Context: an optimization exercise on an open-source flow, tuned for small area and a short achievable clock period. The choices shown serve that exercise and are no tape-out recipe.
The RTL was checked by simulation tests, not by an equivalence proof against the original design.
Power figures rest on the tool's default switching activity, not on a simulated workload.

==> flow/design.v <==
`timescale 1ns / 1ns
module regfile(
    input clk,
    input rst, 
    input [1:0] writeEn,
    input writeFlag,
    input [3:0] rdReg1,
    output [7:0] rdData1,
    output [7:0] rdData1Lo,
    input [3:0] rdReg2,
    output [7:0] rdData2,
    output [7:0] rdData2Lo,
    input [7:0] flagData,
    output [7:0] rdFlag,
    input [3:0] wrReg,
    input [15:0] wrData
);
    reg [7:0] regs [10:0];
    reg [7:0] flags;
    assign rdData1 = (rdReg1 < 4'd11) ? regs[rdReg1] : 8'h00;
    assign rdData1Lo = (rdReg1 < 4'd10) ? regs[rdReg1+1] : 8'h00;
    assign rdData2 = (rdReg2 < 4'd11) ? regs[rdReg2] : 8'h00;
    assign rdData2Lo = (rdReg2 < 4'd10) ? regs[rdReg2+1] : 8'h00;
    assign rdFlag = flags;
    always @(posedge clk) begin
        if (rst) begin
            for (int i = 0; i < 11; i=i+1) begin
                regs[i] <= 0;
            end
        end else begin
            case(writeEn)
                1: if (wrReg < 4'd11) regs[wrReg] <= wrData[7:0];
                2: begin
                    if (wrReg < 4'd11) regs[wrReg] <= wrData[15:8];
                    if (wrReg < 4'd10) regs[wrReg+1] <= wrData[7:0];
                end
                default: begin end
            endcase  
            if (writeFlag) begin
                flags <= flagData;
            end
        end
    end
endmodule
==> flow/config.mk <==
export PLATFORM = sky130hd
export DESIGN_NAME = regfile
export DESIGN_NICKNAME = regfile
export VERILOG_FILES = /design/flow/design.v
export SDC_FILE = /design/flow/constraint.sdc
export NUM_CORES = 4
export LEC_CHECK = 0
export CAP_MARGIN = 20
export CORE_MARGIN = 2
export CORE_UTILIZATION = 40
export SLEW_MARGIN = 20
==> flow/constraint.sdc <==
create_clock -name core_clock -period 6.0 [get_ports {clk}]
set_input_delay 1.2000 -clock core_clock [delete_from_list [all_inputs] [get_ports {clk}]]
set_output_delay 1.2000 -clock core_clock [all_outputs]
set_load 0.01 [all_outputs]
==> flow/run.sh <==
#!/bin/bash
# synth_recipe.tcl (not shown) runs the flow's synth.tcl, then flattens the netlist and writes it again
# the make line also repeats each setting of config.mk as NAME=value (left out here)
make -C /OpenROAD-flow-scripts/flow DESIGN_CONFIG=/design/flow/config.mk WORK_HOME=/design/flow/orfs CLKGATE_MAP_FILE= SYNTH_SCRIPT=/design/flow/synth_recipe.tcl finish
==> results of run 1 <==
## cells in the mapped netlist (14+ instances only)
master / instances / area (µm²)
buf_2: 34 / 170
clkbuf_1: 27 / 101
edfxtp_1: 136 / 4080
mux2i_1: 112 / 1120
mux4_2: 80 / 1800
nand2_1: 64 / 240
nand3_1: 62 / 310
nand3b_1: 14 / 105
o2111ai_1: 16 / 140
o21ai_0: 34 / 170
o22a_1: 16 / 140
o22ai_1: 72 / 450
## stage by stage
stage                     util, %  worst slack [ps]  instance area, µm²
final                        47.6               734               11200
after global routing         47.6               675               11200
after CTS                    47.6               816               11200
after detailed placement     45.0               841               10600
after global placement       45.0               788               10600
after floorplan                 -              2030                9540
## how the worst max path moves through the flow
stage	slack, ps	depth (start not counted)	to
after floorplan	2030	6	rdData1Lo[3]
after global placement	790	6	rdData1Lo[7]
after detailed placement	840	6	rdData1Lo[7]
after CTS	820	6	rdData1Lo[7]
after global routing	680	6	rdData1Lo[1]
final	730	6	rdData1Lo[7]
## metal layers
layer  vias to the layer above  track usage, %
met5                         -               0
met4                         0            10.4
met3                        69            5.77
met2                       565            37.0
met1                      3864            37.8
li1                       3218               -
## power groups by stage
stage / sequential, mW / clock, mW / combinational, mW
final: 1.16 / 1.13 / 0.567
after global routing: 1.16 / 1.17 / 0.596
after CTS: 1.15 / 1.13 / 0.564
after detailed placement: 1.17 / 0 / 0.563
after global placement: 1.17 / 0 / 0.557
after floorplan: 1.14 / 0 / 0.358
## area by class of cell
| class | instances | area share [%] |
|---|---|---|
| clock buffer | 17 | 3.80 |
| clock inverter | 13 | 1.82 |
| inverter | 5 | 0.168 |
| multi-input combinational | 549 | 46.1 |
| sequential | 136 | 36.5 |
| tap | 319 | 3.57 |
| timing repair buffer | 96 | 8.06 |
## cell families (layout without fill, tap and decap cells)
kind of cell | count (synthesis) | after routing | share of synthesized area (%)
muxes | 192 | 192 | 30.6
buffers and inverters | 77 | 131 | 3.67
DFF | 136 | 136 | 42.8
xor gates and xnor gates | 8 | 8 | 0.734
and+or+nand+nor | 183 | 183 | 10.2
AOI/OAI and AO/OA | 163 | 163 | 11.6
adders and majority gates | 3 | 3 | 0.393
## flip-flops by register name, indices dropped and copies added (netlist names)
| register | flops |
|---|---|
| regs | 128 |
| flags | 8 |
==> impl_metrics.env, run 1 <==
export IMPL_critPathSlowestCell="a31oi_1"
export IMPL_synthesis_nets=806
export IMPL_wl_um=31700
export IMPL_hold_violations=0
export IMPL_synth_seq_cells=136
export IMPL_fillerInstances=2058
export IMPL_endpoint_kind="output port"
export IMPL_cts_max_path_buffers=2
export IMPL_ys_types=45
export IMPL_ios=81
export IMPL_post_cts_buffers=0
export IMPL_grt_overflow_total=0
export IMPL_final_common_cell="edfxtp_1"
export IMPL_die_h_um=158
export IMPL_drc=0
export IMPL_ys_seq_area_share_pct=42.8
export IMPL_worstPathCellList="clkdlybuf4s50_1 > buf_4 > a31oi_1 > o2111ai_1 > nand3_1 > clkdlybuf4s50_1"
export IMPL_cts_resized=0
export IMPL_ir_worst_vdd_uv=193
export IMPL_power_density_nw_per_um2=255
export IMPL_holdPathEnd="flags[4]$_DFFE_PP_"
export IMPL_port_buffers=80
export IMPL_fmax_ghz=0.190
export IMPL_outcome="complete, no violations"
export IMPL_grt_max_degree=52
export IMPL_async_flop_share_pct=0
export IMPL_p_clk_share_pct=39.5
export IMPL_grt_use_total_pct=25.8
export IMPL_rsz0062_at_grt="no"
export IMPL_final_max_slew_violation_count=0
export IMPL_synth_area_um2=9540
export IMPL_fin_nets=849
export IMPL_num_rows=56
export IMPL_worst_setup_path_type="input port to output port"
export IMPL_die_w_um=158
export IMPL_grt_pass1_wl_um=46700
export IMPL_comb_power_share_pct=19.9
export IMPL_p_int_mw=2.10
export IMPL_met1Wirelength_um=13200
export IMPL_dp_hpwl_um=23800
export IMPL_ant_nets=0
export IMPL_finalSetupViolCount=0
export IMPL_cp_start_kind="input port"
export IMPL_synth_edff_count=136
export IMPL_htreeDepth=4
export IMPL_routed_via_density=6.80
export IMPL_p_seq_share_pct=40.6
export IMPL_routedWlPerCell_um=28.0
export IMPL_drt_iter0_markers=874
export IMPL_n_antenna_cell=0
export IMPL_critPathMostFrequentCell="clkdlybuf4s50_1"
export IMPL_min_delay_path_class="input port to flip-flop"
export IMPL_ys_flop_type="edfxtp_1"
export IMPL_met2WireLength_um=13600
export IMPL_cts_tree="built"
export IMPL_startpoint="rdReg1[2]"
export IMPL_crit_path_max_incr_delay_ps=850
export IMPL_core_area_um2=23500
export IMPL_dp_cells=1105
export IMPL_hold_start="flagData[4]"
export IMPL_clock_sinks=136
export IMPL_cts_made_buffers=17
export IMPL_dr_wl_met3_um=3860
export IMPL_critPathArrivalTime_ps=4070
export IMPL_syn_inst=762
export IMPL_relSlewSlack_pct=30.3
export IMPL_timing_final_crit_share_pct=87.8
export IMPL_drtPass1Iterations=6
export IMPL_fin_total_pwr_mw=2.85
export IMPL_final_layout_size_suffix_gt1_share_pct=18.3
export IMPL_path_buf_inv=3
export IMPL_regArea_um2=4080
export IMPL_tns_ps=0
export IMPL_crit_family="buffers and inverters"
export IMPL_yosysWarnings=1
export IMPL_required_ps=4800
export IMPL_worst_path_max_fanout=14
export IMPL_route_vias_total=7716
export IMPL_period_minus_slack_ps=5270
export IMPL_syn_to_final_growth_pct=17.2
export IMPL_min_path_cells=1
export IMPL_top_layer="met4"
export IMPL_fin_cells=1135
export IMPL_path_clk_slew_ps=60
export IMPL_grt_pass1_vias=7249
export IMPL_switchingPower_mw=0.749
export IMPL_p_leak_nw=3.60
export IMPL_start_util_pct=40.7
export IMPL_final_cell_mix="edfxtp_1, mux2i_1, mux4_2"
export IMPL_cts_root_buf="clkbuf_16"
export IMPL_multiInputGateArea_um2=5150
export IMPL_p_sw_share_pct=26.3
export IMPL_dieArea_um2=25100
export IMPL_antenna_found_initial=0
export IMPL_drv_cap=0
export IMPL_gp_congestion=0.956
export IMPL_worst_slew_pin_transition_ps=1040
export IMPL_ctsHoldBuffers=0
export IMPL_holdWs_ps=1330
export IMPL_syn_area_per_cell_um2=12.5
==> run 2, diff against run 1 <==
==> flow/design.v (replaced) <==
`timescale 1ns / 1ns
module regfile(
    input clk,
    input rst,
    input [1:0] writeEn,
    input writeFlag,
    input [3:0] rdReg1,
    output [7:0] rdData1,
    output [7:0] rdData1Lo,
    input [3:0] rdReg2,
    output [7:0] rdData2,
    output [7:0] rdData2Lo,
    input [7:0] flagData,
    output [7:0] rdFlag,
    input [3:0] wrReg,
    input [15:0] wrData
);
    reg [7:0] ev [0:5];    
    reg [7:0] od [0:4];    
    reg [7:0] flags;
    wire single = (writeEn == 2'd1);
    wire pair   = (writeEn == 2'd2);
    wire [2:0] wj = wrReg[3:1];
    wire w0 = wrReg[0];
    wire       ev_hi  = pair & ~w0;
    wire       ev_wr  = (single & ~w0) | pair;
    wire [3:0] ev_idx = (pair & w0) ? ({1'b0, wj} + 4'd1) : {1'b0, wj};
    wire [7:0] ev_d   = ev_hi ? wrData[15:8] : wrData[7:0];
    wire       od_hi  = pair & w0;
    wire       od_wr  = (single & w0) | pair;
    wire [2:0] od_idx = wj;
    wire [7:0] od_d   = od_hi ? wrData[15:8] : wrData[7:0];
    integer k;
    always @(posedge clk) begin
        if (rst) begin
            for (k = 0; k < 6; k = k + 1) ev[k] <= 8'h00;
            for (k = 0; k < 5; k = k + 1) od[k] <= 8'h00;
        end else begin
            for (k = 0; k < 6; k = k + 1)
                if (ev_wr && ev_idx == k) ev[k] <= ev_d;
            for (k = 0; k < 5; k = k + 1)
                if (od_wr && od_idx == k) od[k] <= od_d;
            if (writeFlag) flags <= flagData;
        end
    end
    assign rdFlag = flags;
    function [15:0] rd_pair(input [3:0] a,
                            input [47:0] evf, input [39:0] odf);
        reg [3:0] je;
        reg [2:0] jo;
        reg [7:0] x, y;
        integer i;
        begin
            je = ({1'b0, a[3:1]}) + {3'b000, a[0]};
            jo = a[3:1];
            x = 8'h00;
            y = 8'h00;
            for (i = 0; i < 6; i = i + 1)
                x = x | (evf[8*i +: 8] & {8{je == i}});
            for (i = 0; i < 5; i = i + 1)
                y = y | (odf[8*i +: 8] & {8{jo == i}});
            rd_pair = a[0] ? {y, x} : {x, y};
        end
    endfunction
    wire [47:0] evf = {ev[5], ev[4], ev[3], ev[2], ev[1], ev[0]};
    wire [39:0] odf = {od[4], od[3], od[2], od[1], od[0]};
    assign {rdData1, rdData1Lo} = rd_pair(rdReg1, evf, odf);
    assign {rdData2, rdData2Lo} = rd_pair(rdReg2, evf, odf);
endmodule
==> run 2 against run 1 <==
  * Die area down 38%
  * Cell count down 25%
  * Setup slack better by 70 ps
  * Via count down 34%
  * Sequential power down 41%
  * Largest cell class unchanged
  * Highest routed layer unchanged
==> impl_metrics.env, run 2 <==
export IMPL_p_leak_nw=2.46
export IMPL_ys_top_cells_by_count="dfxtp_1, mux2i_1, nor2_1, nand2b_1, nand3_1"
export IMPL_syn_inst=603
export IMPL_wl_um=18300
export IMPL_yosys_area_top_type="dfxtp_1"
export IMPL_relSlewSlack_pct=32.9
export IMPL_cts_resized=0
export IMPL_cts_max_path_buffers=2
export IMPL_grt_max_degree=81
export IMPL_synth_area_leaders="dfxtp_1, mux2i_1, mux4_2"
export IMPL_die_w_um=125
export IMPL_worst_setup_path_type="input port to output port"
export IMPL_top_layer="met4"
export IMPL_grt_overflow_total=0
export IMPL_worst_slew_pin_transition_ps=1010
export IMPL_drc=0
export IMPL_ys_seq_area_share_pct=34.1
export IMPL_port_buffers=80
export IMPL_worst_path_max_fanout=10
export IMPL_route_vias_total=5126
export IMPL_p_int_mw=1.10
export IMPL_finalSetupViolCount=0
export IMPL_n_antenna_cell=0
export IMPL_timing_final_crit_share_pct=86.6
export IMPL_synth_top_area_share_pct=30.0
export IMPL_antenna_found_initial=0
export IMPL_period_minus_slack_ps=5200
export IMPL_regMostFlops="ev"
export IMPL_async_flop_share_pct=0
export IMPL_regArea_um2=2000
export IMPL_cts_made_buffers=9
export IMPL_ir_worst_vdd_uv=122
export IMPL_final_common_cell="dfxtp_1"
export IMPL_cp_start_kind="input port"
export IMPL_post_cts_buffers=0
export IMPL_ant_nets=0
export IMPL_synthesis_nets=653
export IMPL_dieArea_um2=15700
export IMPL_p_seq_share_pct=44.8
export IMPL_syn_to_final_growth_pct=21.3
export IMPL_synth_edff_count=8
export IMPL_clk_latency_ps=350
export IMPL_min_delay_path_class="flip-flop to flip-flop"
export IMPL_met1Wirelength_um=8340
export IMPL_power_density_nw_per_um2=213
export IMPL_ys_flop_type="dfxtp_1"
export IMPL_cts_root_buf="clkbuf_16"
export IMPL_grt_use_total_pct=23.2
export IMPL_fin_nets=715
export IMPL_tns_ps=0
export IMPL_holdWs_ps=488
export IMPL_hold_violations=0
export IMPL_final_cell_mix="dfxtp_1, mux2i_1, clkdlybuf4s50_1"
export IMPL_fin_total_pwr_mw=1.52
export IMPL_critPathArrivalTime_ps=4000
export IMPL_clock_sinks=96
export IMPL_die_h_um=125
export IMPL_start_util_pct=40.7
export IMPL_largest_register_ffs=48
export IMPL_grt_pass1_wl_um=28400
export IMPL_num_rows=44
export IMPL_grt_pass1_vias=5022
export IMPL_ios=81
export IMPL_fillerInstances=1370
export IMPL_comb_power_share_pct=17.8
export IMPL_gp_congestion=0.858
export IMPL_p_clk_share_pct=37.4
export IMPL_synth_most_common_cell="dfxtp_1"
export IMPL_drt_iter0_markers=455
export IMPL_routed_via_density=6.00
export IMPL_final_max_slew_violation_count=0
export IMPL_htreeDepth=3
export IMPL_ctsHoldBuffers=0
export IMPL_dr_wl_met3_um=1050
export IMPL_endpoint_kind="output port"
export IMPL_rsz0062_at_grt="no"
export IMPL_p_sw_share_pct=27.2
export IMPL_core_area_um2=14400
export IMPL_reg_top3="ev x48, od x40, flags x8"
export IMPL_switchingPower_mw=0.413
export IMPL_outcome="complete, no violations"
export IMPL_synth_area_um2=5870
export IMPL_cts_tree="built"
export IMPL_path_clk_slew_ps=60
export IMPL_multiInputGateArea_um2=3670
export IMPL_drv_cap=0
export IMPL_dp_hpwl_um=13400
export IMPL_required_ps=4800
export IMPL_clock_skew_ps=0
export IMPL_final_layout_size_suffix_gt1_share_pct=13.3
export IMPL_synth_seq_cells=96
export IMPL_fmax_ghz=0.192
export IMPL_ys_types=47
export IMPL_routedWlPerCell_um=21.4
export IMPL_met2WireLength_um=8540
export IMPL_syn_area_per_cell_um2=9.73
export IMPL_drtPass1Iterations=5
export IMPL_yosysWarnings=3
## run 2: changes by cell type in the layout (fill, tap and decap cells not counted), moves of 47 or more
cell	change
edfxtp_1	-128
dfxtp_1	+88
nand2_1	-59
mux4_2	-60
nor2_1	+52
nand2b_1	+47
o22ai_1	-60
## run 2: cell type report
class                   instances  share of cell area (%)
clock buffers                  11                    3.27
clock inverters                 5                   0.668
inverters                      10                   0.528
multi-input cells             455                    51.6
flip-flops and latches         96                    28.1
well taps                     184                    3.24
repair buffers                 93                    12.6
## run 2: final timing paths
kind | end | slack, ps | from | depth (start not counted)
setup / recovery | rdData1[6] | 800 | rdReg1[2] | 8
hold / removal | ev[2][7]$_SDFFE_PP0P_ | 490 | ev[2][7]$_SDFFE_PP0P_ | 2
setup reg to reg | od[2][1]$_SDFFE_PP0P_ | 5260 | od[2][1]$_SDFFE_PP0P_ | 2
hold reg to reg | ev[2][7]$_SDFFE_PP0P_ | 490 | ev[2][7]$_SDFFE_PP0P_ | 2
## run 2: worst max-delay path, cell delays in order
cell and delay [ps]:
clkdlybuf4s50_1 590, ha_1 330, or2_2 280, o21ai_1 80, buf_4 200, and2_0 450, a221o_1 300, clkdlybuf4s50_1 560
## run 2: cells by family after synthesis
family | Yosys count | synth area share (%)
and+or+nand+nor | 199 | 18.1
AOI/OAI and AO/OA | 127 | 17.0
muxes | 119 | 25.0
DFF | 96 | 34.1
buffers and inverters | 52 | 3.69
adders and majority gates | 9 | 1.92
xor gates and xnor gates | 1 | 0.149
## run 2: through the flow
stage / cells / worst slack, ps / utilization [%] / cell area, µm²
floorplan: 603 / 2020 / - / 5870
global placement: 838 / 811 / 47.2 / 6810
detailed placement: 838 / 794 / 47.2 / 6810
CTS: 854 / 786 / 49.2 / 7090
global route: 854 / 655 / 49.3 / 7120
finish: 854 / 804 / 49.3 / 7120
## run 2: power by group through the flow
| stage | logic (mW) | clock network (mW) | registers [mW] |
|---|---|---|---|
| 2_1_floorplan | 0.161 | 0 | 0.691 |
| 3_3_place_gp | 0.261 | 0 | 0.693 |
| 3_5_place_dp | 0.266 | 0 | 0.693 |
| 4_1_cts | 0.266 | 0.575 | 0.679 |
| 5_1_grt | 0.289 | 0.598 | 0.681 |
| 6_report | 0.270 | 0.567 | 0.680 |
## run 2: layer usage
metal	vias up	global-route usage (%)
li1	2381	-
met5	-	0
met4	0	8.04
met2	198	36.9
met1	2521	32.0
met3	26	3.94

static timing again, ports no longer ideal:
How much do the figures lean on ideal ports? The routed layouts below were timed once more, with nothing changed but the port constraints.
Step 1: set_driving_cell puts a clkbuf_16 on clk and a buf_2 on each other input, an assumption about the parent block.
Step 2, shift: input delay + t, output delay - t, t = (earliest + latest rising clock arrival at the registers) / 2. This alone moves slack from input paths to output paths.
a / b / c = no drivers / after step 1 / after step 2; a / b = the first two.
run	t (ns)	slack for setup (ns)	worst slew at a driven data input, ns	pins driven straight from the clock port
run 1	0.458	0.734 / 0.703 / 0.703	0.04	1
run 2	0.397	0.804 / 0.768 / 0.768	0.04	1
After both steps setup and hold are still met in every run listed. The setup slack of run 2, which loses most, moves by -0.036 ns with the drivers and by -0.036 ns with both steps.
